Source: an optimization exercise on an open RTL-to-GDS flow (aim: small area, a short achievable clock period and few clock cycles). Production flows keep margins and buffers that such runs may drop.
Only simulation tests tie the RTL to the original design; equivalence was not proved.
Power figures rest on the tool's default switching activity, not on a simulated workload.

==> inputs of quartz <==
Design rv32im_core, start of the top module:
module rv32im_core #(
    parameter DATA_WIDTH = 32
) (
    input   logic clk,
    input   logic rst,
    output  logic [DATA_WIDTH-1:0] imem_addr,
    input   logic [DATA_WIDTH-1:0] imem_rdata,
    output  logic [DATA_WIDTH-1:0] dmem_addr,
    output  logic                  dmem_we,
    output  logic [1:0]            dmem_size,
    output  logic [DATA_WIDTH-1:0] dmem_wdata,
    input   logic [DATA_WIDTH-1:0] dmem_rdata,
    output  logic [DATA_WIDTH-1:0] a0
);
    logic [9:0]  pc_f;
    logic [31:0] ins_d;
    logic [9:0]  pc_d;
    logic        v_d, pred_d;
    logic        v_e, we_e, ld_e, st_e, br_e, jalr_e, md_e;
    logic        c_eq_e, c_lt_e, c_ltu_e, c_inv_e;
    logic [4:0]  shamt_e;
    logic        we_ev, ld_ev, md_ev;       
    logic [31:0] rv1_e, rv2_e, bop_e;
    logic [10:0] alt_e;
    logic [2:0]  f3_e;
    logic [4:0]  rd_e;
    logic        sub_e, sadd_e, sslt_e, ssltu_e, sxor_e, sor_e, sand_e, ssh_e, slink_e;
    logic        shl_e, sha_e;
    logic        we_m, ld_m, st_m;
    logic [31:0] res_m, sd_m;
    logic [4:0]  rd_m;
    logic [2:0]  f3_m;
    logic [1:0]  sz_m;
    logic        we_rf;
    logic [31:0] wd_rf;
    logic [4:0]  wa_rf;
  ...
==> flow/config.mk <==
export PLATFORM = sky130hd
export DESIGN_NAME = rv32im_core
export DESIGN_NICKNAME = rv32im_core
export VERILOG_FILES = /design/flow/design.v
export SDC_FILE = /design/flow/constraint.sdc
export NUM_CORES = 8
export LEC_CHECK = 0
export CAP_MARGIN = 20
export CORE_MARGIN = 2
export CORE_UTILIZATION = 40
export SLEW_MARGIN = 20
==> flow/constraint.sdc <==
create_clock -name core_clock -period 20.0 [get_ports {clk}]
set_input_delay 4.0000 -clock core_clock [delete_from_list [all_inputs] [get_ports {clk}]]
set_output_delay 4.0000 -clock core_clock [all_outputs]
set_load 0.01 [all_outputs]
standard.sh (not shown) runs the stock make flow with config.mk's settings and CLKGATE_MAP_FILE= SYNTH_SCRIPT=/design/flow/synth_recipe.tcl, a recipe that flattens the netlist after the stock synthesis.
==> flow/flow/run.sh <==
#!/bin/bash
# Layout flow: the standard layout (standard.sh, every ORFS step unchanged)
# with two settings changed:
#  * SETUP_SLACK_MARGIN: timing repair (floorplan, CTS, global route) is asked
#    for more setup slack than the standard settings allow, so that it also
#    speeds up paths that already meet the 20 ns clock. The clock period and
#    the constraints (constraint.sdc) are the design's own.
#  * BUFFER_PORTS_ARGS: the buffers that global placement puts on every input
#    and output port are sky130_fd_sc_hd__buf_4 instead of the default choice
#    (a clkdlybuf4s50 delay cell).
# ORFS writes each step's full log under orfs/logs/; make's own output goes to
# standard.log in this folder.
set -euo pipefail
bash standard.sh SETUP_SLACK_MARGIN=14.6 "BUFFER_PORTS_ARGS=-buffer_cell sky130_fd_sc_hd__buf_4" finish > standard.log 2>&1
==> maple (differences from quartz) <==
--- a/flow/design.v
+++ b/flow/design.v
@@ -2,12 +2,14 @@
     input  logic        clk,
     input  logic        rst,
     input  logic        we,       
     input  logic [4:0]  wa,
     input  logic [31:0] wd,
-    input  logic [4:0]  ra1,
-    input  logic [4:0]  ra2,
+    input  logic [3:0]  ra1_lo,
+    input  logic [7:0]  ra1_hi,
+    input  logic [3:0]  ra2_lo,
+    input  logic [7:0]  ra2_hi,
     output logic [31:0] rd1,
     output logic [31:0] rd2,
     output logic [31:0] x10
 );
     logic [31:0] r [0:31];
@@ -34,22 +36,24 @@
     logic [31:0] o1, o2;
     always_comb begin
         o1 = 32'b0;
         o2 = 32'b0;
         for (int i = 1; i < 32; i++) begin
-            o1 = o1 | (r[i] & {32{ra1 == i && v[i]}});
-            o2 = o2 | (r[i] & {32{ra2 == i && v[i]}});
+            o1 = o1 | (r[i] & {32{ra1_lo[i % 4] & ra1_hi[i / 4] & v[i]}});
+            o2 = o2 | (r[i] & {32{ra2_lo[i % 4] & ra2_hi[i / 4] & v[i]}});
         end
     end
     assign rd1 = o1;
     assign rd2 = o2;
     assign x10 = r[10];
 endmodule
 module muldiv (
     input  logic        clk,
     input  logic        rst,
     input  logic        start,
+    input  logic        sga,      
+    input  logic        sgb,      
     input  logic [2:0]  f3,
     input  logic [31:0] a,
     input  logic [31:0] b,
     input  logic [4:0]  rd,
     input  logic        slot,     
@@ -68,12 +72,12 @@
     logic [31:0] r3;    
     logic [4:0]  cnt;
     logic        is_div, sel_hi, neg;
     assign busy = (state != IDLE);
     logic sa, sb;
-    assign sa = a[31] & ((f3 == 3'd1) | (f3 == 3'd2) | (f3 == 3'd4) | (f3 == 3'd6));
-    assign sb = b[31] & ((f3 == 3'd1) | (f3 == 3'd4) | (f3 == 3'd6));
+    assign sa = a[31] & sga;
+    assign sb = b[31] & sgb;
     logic [32:0] ma_x, mb_x;
     assign ma_x = {a ^ {32{sa}}, 1'b1} + {32'b0, sa};
     assign mb_x = {b ^ {32{sb}}, 1'b1} + {32'b0, sb};
     logic [31:0] ma, mb;
     assign ma = ma_x[32:1];
@@ -81,10 +85,16 @@
     logic [5:0] za, zb, z1, z3;
     logic [5:0] kdiff;
     lzc32 lza (.x(ma), .z(za));
     lzc32 lzb (.x(mb), .z(zb));
     assign kdiff = z3 - z1;
+    logic [6:0] zsum;
+    logic       mfirst, mhe, mnz;
+    assign zsum   = {1'b0, z1} + {1'b0, z3};
+    assign mfirst = (state == RUN) & ~is_div & (cnt == 5'd3);
+    assign mhe    = mfirst & sel_hi & (zsum[6] | zsum[5]);
+    assign mnz    = ~z1[5] & ~z3[5];       
     logic [39:0] pp [0:9];
     assign pp[0] = {8'b0, r1};
     assign pp[1] = {8'b0, r4};
     for (genvar i = 0; i < 8; i++) begin : g_pp
         assign pp[i + 2] = {8'b0, r3 & {32{r2[i]}}} << i;
@@ -104,33 +114,33 @@
     assign s3a = fa_s(s2a, c2a, s2b);        assign c3a = fa_c(s2a, c2a, s2b);
     assign s4a = fa_s(s3a, c3a, c2b);        assign c4a = fa_c(s3a, c3a, c2b);
     assign cx  = fa_s(s4a, c4a, pp[1]);      assign cy  = fa_c(s4a, c4a, pp[1]);
     logic [9:0] lsum;       
     assign lsum = {1'b0, cx[7:0], 1'b1} + {1'b0, cy[7:0], ci};
-    logic [33:0] dsub;
-    assign dsub = {1'b0, r1, 1'b1} + {1'b0, ~r3, 1'b1};
-    logic ge;               
-    assign ge = dsub[33];
     logic direct, early;
-    assign direct = (state == RUN) & ~is_div & ~sel_hi & (cnt == 5'd0);    
+    assign direct = 1'b0;    
     assign early  = (state == NORM) & (z3[5] | (z3 < z1));                  
-    assign inj    = slot & ((state == DONE) | direct | early);
-    assign inj_r  = slot & ((state == DONE) | direct);      
+    assign inj    = slot & ((state == DONE) | direct | early | mhe);
+    assign inj_r  = slot & ((state == DONE) | direct | mhe);      
     logic        mhi;
     logic [31:0] nmask, ra, rb;
     logic [1:0]  rk;
     assign mhi   = sel_hi & ~is_div;
     assign nmask = {32{neg}};
     assign ra    = (mhi ? r1 : (sel_hi ? r1 : r2)) ^ nmask;
     assign rb    = mhi ? (r4 ^ nmask) : 32'b0;
     assign rk    = mhi ? (neg ? {1'b0, ~ci} + {1'b0, r2 == 32'b0} : {1'b0, ci}) : {1'b0, neg};
-    logic [31:0] rsum;
-    assign rsum  = ra + rb + {30'b0, rk};
+    logic        divrun;
+    logic [32:0] rsum;
+    assign divrun = is_div & (state == RUN);
+    assign rsum   = {1'b0, divrun ? r1 : ra} + {1'b0, divrun ? ~r3 : rb} + {31'b0, divrun ? 2'd1 : rk};
+    logic ge;               
+    assign ge = rsum[32];
     always_comb begin
-        if (state == DONE)      result = rsum;
-        else if (state == NORM) result = sel_hi ? rsum : {32{z3[5]}};
-        else                    result = {lsum[8:1], r2[31:8]};
+        if (state == DONE)      result = rsum[31:0];
+        else if (state == NORM) result = sel_hi ? rsum[31:0] : {32{z3[5]}};
+        else                    result = {32{neg & mnz}};      
     end
     always_ff @(posedge clk) begin
         if (rst) begin
             state <= IDLE;
         end else begin
@@ -151,10 +161,12 @@
                         r1     <= 32'b0;
                         r4     <= 32'b0;
                         ci     <= 1'b0;
                         r2     <= mb;
                         r3     <= ma;
+                        z1     <= za;
+                        z3     <= zb;
                         sel_hi <= (f3[1:0] != 2'd0);
                         neg    <= sa ^ sb;
                         cnt    <= 5'd3;
                         state  <= RUN;
                     end
@@ -172,21 +184,24 @@
                         state <= RUN;
                     end
                 end
                 RUN: begin
                     if (is_div) begin
-                        if (ge) r1 <= dsub[32:1];
+                        if (ge) r1 <= rsum[31:0];
                         r2 <= {r2[30:0], ge};
                         r3 <= {1'b0, r3[31:1]};
+                    end else if (mhe) begin
+                        r2 <= {31'b0, mnz};      
                     end else begin
                         r1 <= cx[39:8];
                         r4 <= cy[39:8];
                         ci <= lsum[9];
                         r2 <= {lsum[8:1], r2[31:8]};
                     end
                     cnt <= cnt - 5'd1;
-                    if (cnt == 5'd0) state <= (direct & slot) ? IDLE : DONE;
+                    if (mhe) state <= slot ? IDLE : DONE;
+                    else if (cnt == 5'd0) state <= (direct & slot) ? IDLE : DONE;
                 end
                 DONE: if (slot) state <= IDLE;
             endcase
         end
     end
@@ -234,10 +249,11 @@
     logic [9:0]  pc_f;
     logic [31:0] ins_d;
     logic [9:0]  pc_d;
     logic        v_d, pred_d;
     logic        v_e, we_e, ld_e, st_e, br_e, jalr_e, md_e;
+    logic        sga_e, sgb_e;      
     logic        c_eq_e, c_lt_e, c_ltu_e, c_inv_e;
     logic [4:0]  shamt_e;
     logic        we_ev, ld_ev, md_ev;       
     logic [31:0] rv1_e, rv2_e, bop_e;
     logic [10:0] alt_e;
@@ -268,26 +284,38 @@
     assign f_pred = f_jal | f_bb;
     add10 f_addj (.a(pc_f), .b({imem_rdata[20], imem_rdata[30:22]}), .s(f_tj));
     add10 f_addb (.a(pc_f), .b({imem_rdata[7], imem_rdata[30:25], imem_rdata[11:9]}), .s(f_tb));
     assign f_inc  = pc_f + 10'd1;
     assign f_next = f_jal ? f_tj : (f_bb ? f_tb : f_inc);
+    logic       pc_keep;
+    logic [9:0] pc_alt, next_d;
+    assign pc_keep = rst | redir_e | stall_d;
+    assign pc_alt  = rst ? 10'd0 : (redir_e ? tgt_e : next_d);
     always_ff @(posedge clk) begin
-        if (rst) begin
-            pc_f <= 10'd0;
-        end else if (redir_e) begin
-            pc_f <= tgt_e;
-        end else if (!stall_d) begin
-            pc_f <= f_next;
-        end
+        pc_f <= pc_keep ? pc_alt : f_next;
     end
+    logic       f_nors1;
+    logic [4:0] f_rs1;
+    logic [3:0] f_r1lo, f_r2lo, r1lo_d, r2lo_d;
+    logic [7:0] f_r1hi, f_r2hi, r1hi_d, r2hi_d;
+    assign f_nors1 = (imem_rdata[6:2] == 5'b01101) | (imem_rdata[6:2] == 5'b00101) | (imem_rdata[6:2] == 5'b11011);
+    assign f_rs1   = f_nors1 ? 5'd0 : imem_rdata[19:15];
+    assign f_r1lo  = 4'b0001 << f_rs1[1:0];
+    assign f_r1hi  = 8'b0000_0001 << f_rs1[4:2];
+    assign f_r2lo  = 4'b0001 << imem_rdata[21:20];
+    assign f_r2hi  = 8'b0000_0001 << imem_rdata[24:22];
     always_ff @(posedge clk) begin
         if (rst | redir_e) v_d <= 1'b0;
         else if (!stall_d) v_d <= 1'b1;
         if (!stall_d) begin
             ins_d  <= imem_rdata;
             pc_d   <= pc_f;
             pred_d <= f_pred;
+            r1lo_d <= f_r1lo;
+            r1hi_d <= f_r1hi;
+            r2lo_d <= f_r2lo;
+            r2hi_d <= f_r2hi;
         end
     end
     logic [4:0] op;
     logic [2:0] f3;
     logic is_lui, is_auipc, is_jal, is_jalr, is_br, is_ld, is_st, is_opi, is_op;
@@ -314,11 +342,11 @@
     assign wr_d  = (is_lui | is_auipc | is_jal | is_jalr | is_ld | is_opi | (is_op & ~ins_d[25])) & rd_nz;
     logic [31:0] rv1, rv2;
     regfile rf (
         .clk(clk), .rst(rst),
         .we(we_rf), .wa(wa_rf), .wd(wd_rf),
-        .ra1(rs1), .ra2(rs2),
+        .ra1_lo(r1lo_d), .ra1_hi(r1hi_d), .ra2_lo(r2lo_d), .ra2_hi(r2hi_d),
         .rd1(rv1), .rd2(rv2),
         .x10(a0)
     );
     logic fe1, fm1, fe2, fm2, fu1, fu2;
     assign we_ev = we_e & v_e;
@@ -340,13 +368,15 @@
     assign hz_unit = md_d & ((u_busy & ~u_injr) | md_ev);
     assign stall_d = v_d & (hz_late | hz_waw | hz_busy | hz_unit);
     logic go_d;       
     assign go_d = v_d & ~stall_d & ~redir_e;
     logic [10:0] pc1_d;
-    logic [9:0]  btgt_d;
+    logic [9:0]  btgt_d, jtgt_d;
     assign pc1_d  = {1'b0, pc_d} + 11'd1;
     assign btgt_d = pc_d + {ins_d[7], ins_d[30:25], ins_d[11:9]};
+    assign jtgt_d = pc_d + {ins_d[20], ins_d[30:22]};
+    assign next_d = pred_d ? (is_jal ? jtgt_d : btgt_d) : pc1_d[9:0];
     logic [31:0] imm_d;
     always_comb begin
         if (is_st)         imm_d = {{20{ins_d[31]}}, ins_d[31:25], ins_d[11:7]};
         else if (is_lui)   imm_d = {ins_d[31:12], 12'b0};
         else if (is_auipc) imm_d = {ins_d[31:12], pc_d, 2'b00};
@@ -367,10 +397,12 @@
         ld_e    <= ld_d;
         st_e    <= is_st;
         br_e    <= is_br;
         jalr_e  <= is_jalr;
         md_e    <= md_d;
+        sga_e   <= (f3 == 3'd1) | (f3 == 3'd2) | (f3 == 3'd4) | (f3 == 3'd6);
+        sgb_e   <= (f3 == 3'd1) | (f3 == 3'd4) | (f3 == 3'd6);
         c_eq_e  <= ~f3[2];
         c_lt_e  <= f3[2] & ~f3[1];
         c_ltu_e <= f3[2] & f3[1];
         c_inv_e <= f3[0] ^ pred_d;
         shamt_e <= b_d[4:0];
@@ -425,11 +457,11 @@
     assign taken   = (c_eq_e & eq) | (c_lt_e & lt) | (c_ltu_e & ltu);
     assign redir_e = v_e & ((br_e & (taken ^ c_inv_e)) | jalr_e);
     assign tgt_e   = jalr_e ? sum[11:2] : alt_e[9:0];
     muldiv mdu (
         .clk(clk), .rst(rst),
-        .start(md_ev), .f3(f3_e), .a(rv1_e), .b(rv2_e), .rd(rd_e),
+        .start(md_ev), .sga(sga_e), .sgb(sgb_e), .f3(f3_e), .a(rv1_e), .b(rv2_e), .rd(rd_e),
         .slot(~we_m),
         .busy(u_busy), .inj(u_inj), .inj_r(u_injr), .prd(u_rd), .result(u_res)
     );
     always_ff @(posedge clk) begin
         if (rst) begin
@@ -439,11 +471,11 @@
         end
         res_m <= res_e;
         sd_m  <= rv2_e;
         rd_m  <= rd_e;
         f3_m  <= f3_e;
-        sz_m  <= f3_e[1:0];
+        sz_m  <= f3_e[1:0] & {2{st_e}};     
     end
     assign dmem_addr  = res_m;
     assign dmem_we    = st_m;
     assign dmem_size  = sz_m;
     assign dmem_wdata = sd_m;
--- a/flow/flow/run.sh
+++ b/flow/flow/run.sh
@@ -9,6 +9,6 @@
 #    and output port are sky130_fd_sc_hd__buf_4 instead of the default choice
 #    (a clkdlybuf4s50 delay cell).
 # ORFS writes each step's full log under orfs/logs/; make's own output goes to
 # standard.log in this folder.
 set -euo pipefail
-bash standard.sh SETUP_SLACK_MARGIN=14.6 "BUFFER_PORTS_ARGS=-buffer_cell sky130_fd_sc_hd__buf_4" finish > standard.log 2>&1
+bash standard.sh SETUP_SLACK_MARGIN=14.8 "BUFFER_PORTS_ARGS=-buffer_cell sky130_fd_sc_hd__buf_4" finish > standard.log 2>&1
Settings changed: CORE_UTILIZATION 40 to 55, CTS_CLUSTER_DIAMETER set to 60, CTS_CLUSTER_SIZE set to 20.
==> notes.md <==
| item | quartz | maple |
|---|---|---|
| Routed vias | 82528 | 82931 |
| Final core utilization | 0.469 | 0.636 |
| Share of the final layout cell area in multi-input gates | 0.441 | 0.445 |
| Number of non-clock buffers | 627 | 618 |
| Initial antenna violation count | 29 | 25 |
| EDFF count, synth | 1155 | 1179 |
| GR Util All Layers | 0.384 | 0.513 |
| Combinational power | 7.10 mW | 6.34 mW |
| Power in sequential cells | 4.07 mW | 4.04 mW |
| CTS resizes | 258 | 487 |
| Switching share of power | 0.426 | 0.431 |
| Status | timing/DRC/antenna clean | timing/DRC/antenna clean |
| Non-clock buffering overhead in the final layout | 0.0516 | 0.0562 |
| WP buf/inv | 3 | 1 |
| # Post-CTS Setup Buffers | 85 | 113 |
| Worst setup margin | 14.27 ns | 14.62 ns |
| Seq pwr share | 0.285 | 0.310 |
| Gate count after technology mapping | 8546 | 8351 |
| Post-detailed-route via-to-cell ratio | 7.04 | 7.75 |
| Smallest hold slack | 0.467 ns | 0.465 ns |
| Post-route non-filler standard cell count | 11721 | 10704 |
Testbench counts of quartz, summed over its fixed seeds: cycles 39,946.
Testbench counts of maple, summed over its fixed seeds: cycles 38,201.

afterwards: timing with drivers on the ports:
How much do the figures lean on ideal ports? The routed layouts below were timed once more, with nothing changed but the port constraints. Step 1 (the two cells are an assumption about what drives the block):
set clk [get_ports {clk}]
set_driving_cell -lib_cell sky130_fd_sc_hd__clkbuf_16 $clk
set_driving_cell -lib_cell sky130_fd_sc_hd__buf_2 [delete_from_list [all_inputs] $clk]
Step 2 also shifts input and output timing later by t, the mid clock arrival at the registers, as if the neighbouring blocks saw the same clock. Slacks: ideal / step 1 / step 2; pairs: ideal / step 1.
run	t, ns	setup slack, ns	latest minus earliest clock arrival (ns)	slew at the worst register clock pin (ns)	worst data-port slew with drivers (ns)
quartz	0.951	14.274 / 14.274 / 13.642	0.088 / 0.088	0.07 / 0.07	0.04
maple	0.896	14.624 / 14.528 / 13.788	0.102 / 0.102	0.09 / 0.09	0.07
After both steps setup and hold are still met in every run listed. The setup slack of maple, which loses most, moves by -0.096 ns with the drivers and by -0.836 ns with both steps.
